From an optimization exercise on the open Yosys and OpenROAD flow, aimed at small area, a short achievable clock period and few clock cycles; shortcuts taken in it are not production practice.
The RTL was checked by simulation tests, not by an equivalence proof against the original design.
Power is estimated from default activity; no workload was simulated.

== build 63 ==
// systolic_array
module systolic_array #(
    parameter DATAWIDTH = 16,
    parameter N_SIZE = 5
) (
    input  wire                     clk,
    input  wire                     rst_n,
    input  wire                     valid_in,
    input  wire signed [N_SIZE*DATAWIDTH-1:0] matrix_a_in,
    input  wire signed [N_SIZE*DATAWIDTH-1:0] matrix_b_in,
    output reg  valid_out,
    output wire signed [N_SIZE*2*DATAWIDTH-1:0] matrix_c_out
);
    localparam DW = DATAWIDTH;
    localparam N  = N_SIZE;
    localparam CW = 2*DATAWIDTH;
    reg [4:0] cnt;
    reg       load;      
    reg [3:0] first_0;   
    reg [3:0] first_1;   
    reg [3:0] first_2;   
    reg [3:0] first_3;   
    reg [3:0] first_4;   
    wire      run = (cnt != 5'd0) | valid_in;
    wire [4:0] cnt_nx = (cnt == 5'd31) ? cnt : cnt + 5'd1;
    always @(posedge clk or negedge rst_n) begin
        if (!rst_n)
            cnt <= 5'd0;
        else if (run)
            cnt <= cnt_nx;
    end
    always @(posedge clk) begin
        load      <= ~run | (cnt_nx <= 5'd4);
        valid_out <= run & ((cnt_nx == 5'd7) | (cnt_nx == 5'd12) | (cnt_nx == 5'd17) | (cnt_nx == 5'd22) | (cnt_nx == 5'd27));
        first_0[0] <= run & ((cnt_nx == 5'd2) | (cnt_nx == 5'd7) | (cnt_nx == 5'd12) | (cnt_nx == 5'd17) | (cnt_nx == 5'd22));
        first_0[1] <= ~(run & ((cnt_nx == 5'd2) | (cnt_nx == 5'd7) | (cnt_nx == 5'd12) | (cnt_nx == 5'd17) | (cnt_nx == 5'd22)));
        first_0[2] <= run & ((cnt_nx == 5'd1) | (cnt_nx == 5'd2) | (cnt_nx == 5'd7) | (cnt_nx == 5'd12) | (cnt_nx == 5'd17) | (cnt_nx == 5'd22));
  ...
For scale: ~5,500 cells after synthesis, roughly 0.063 mm^2 of cells after synthesis.
export LEC_CHECK = 0
export CAP_MARGIN = 40
export CORE_MARGIN = 2
export CORE_UTILIZATION = 45
export CTS_CLUSTER_SIZE = 16
export SLEW_MARGIN = 40
export TNS_END_PERCENT = 10
create_clock -name core_clock -period 9.0 [get_ports {clk}]
standard.sh (not shown) runs the stock make flow with config.mk's settings and CLKGATE_MAP_FILE= SYNTH_SCRIPT=/design/flow/synth_recipe.tcl, a recipe that flattens the netlist after the stock synthesis.
==> flow/flow/run.sh <==
#!/bin/bash
set -euo pipefail
MARGIN=5.9
R=orfs/results/sky130hd/systolic_array/base
bash standard.sh synth > log_synth.txt 2>&1
python3 flow/polarity.py $R/1_2_yosys.v > log_polarity.txt 2>&1
bash standard.sh SETUP_SLACK_MARGIN=$MARGIN \
  "BUFFER_PORTS_ARGS=-buffer_cell sky130_fd_sc_hd__buf_4" finish > log_layout.txt 2>&1
test -f out/final.def
Other scripts of this flow, unchanged in this note and not shown: flow/flow/polarity.py
Testbench counts of build 63, summed over its fixed seeds: cycles 67,200.
Edits applied to the flow inputs when going from build 63 to build 77:
# build 63
export LEC_CHECK = 0
export CAP_MARGIN = 40
export CORE_MARGIN = 2
export CORE_UTILIZATION = 45
export CTS_CLUSTER_SIZE = 16
export SLEW_MARGIN = 40
export TNS_END_PERCENT = 10
create_clock -name core_clock -period 9.0 [get_ports {clk}]
# build 77
export LEC_CHECK = 0
export CAP_MARGIN = 40
export CORE_MARGIN = 2
export CORE_UTILIZATION = 45
export CTS_CLUSTER_DIAMETER = 100
export CTS_CLUSTER_SIZE = 22
export SLEW_MARGIN = 40
export TNS_END_PERCENT = 10
create_clock -name core_clock -period 9.0 [get_ports {clk}]
Results
Count of clock-buffer cells in the layout (lower): build 77
Total chip power in build 77 is 9.6% lower than in build 63
Comparing build 77 against build 63, there is no change at all in starting density of the core.
Against build 63, non-clock buffer count in build 77 fell by a little under 10%.
Build 63 and build 77 ended up with roughly the same non-clock inverter instance count of the final layout.
Clock-pin slew reported for the worst setup and hold paths after clock tree synthesis: build 77 > build 63
Accumulated negative setup slack came out exactly the same in build 63 and build 77.
For build 6, these inputs were changed with respect to build 77:
# build 77
export LEC_CHECK = 0
export CAP_MARGIN = 40
export CORE_MARGIN = 2
export CORE_UTILIZATION = 45
export CTS_CLUSTER_DIAMETER = 100
export CTS_CLUSTER_SIZE = 22
export SLEW_MARGIN = 40
export TNS_END_PERCENT = 10
create_clock -name core_clock -period 9.0 [get_ports {clk}]
# build 6
export LEC_CHECK = 0
export CAP_MARGIN = 40
export CORE_MARGIN = 2
export CORE_UTILIZATION = 45
export CTS_CLUSTER_DIAMETER = 100
export CTS_CLUSTER_SIZE = 22
export SLEW_MARGIN = 40
export TNS_END_PERCENT = 30
create_clock -name core_clock -period 9.0 [get_ports {clk}]
-- flow/flow/run.sh --
<<< build 77, line 2
set -euo pipefail
MARGIN=5.9
R=orfs/results/sky130hd/systolic_array/base
>>> build 6, line 2
set -euo pipefail
MARGIN=6.1
R=orfs/results/sky130hd/systolic_array/base
[summary]
Build 77 vs build 6, capture point of the critical path: lane3.acc[30] vs lane4.acc[31]. Power share of the combinational group: build 6 > build 77. Post-synthesis to final-layout area growth ended up 6.4 points higher on build 6 than on build 77. Comparing build 6 and build 77, internal power consumption is lower on build 77. Comparing build 6 and build 77, the lower final critical-path required period is on build 77. Measured against each other, build 6 and build 77 differ in worst max-slew margin expressed relative to the limit, the higher figure coming from build 6.

port drivers added, routing unchanged:
Ports are ideal in the flow. The routed layouts listed here were re-timed in OpenROAD. Step 1 assumes that a clkbuf_16 drives the clock port and a buf_2 every other input. Step 2, shift: input delay + t, output delay - t, t = (earliest + latest rising clock arrival at the registers) / 2. This alone moves slack from input paths to output paths. Slacks: ideal / step 1 / step 2; pairs: ideal / step 1.
| run | shift t [ns] | setup slack, ns | worst hold slack (ns) | worst setup path at the end |
|---|---|---|---|---|
| build 63 | 0.838 | 5.674 / 5.674 / 5.473 | 0.283 / 0.283 / 0.283 | input to register |
| build 77 | 0.755 | 5.640 / 5.640 / 5.470 | 0.317 / 0.317 / 0.317 | input to register |
| build 6 | 0.774 | 5.637 / 5.637 / 5.327 | 0.313 / 0.313 / 0.313 | input to register |
After both steps setup and hold are still met in every run listed. For build 6, which loses most, drivers alone change the setup slack by 0.000 ns; drivers and shift together by -0.310 ns.
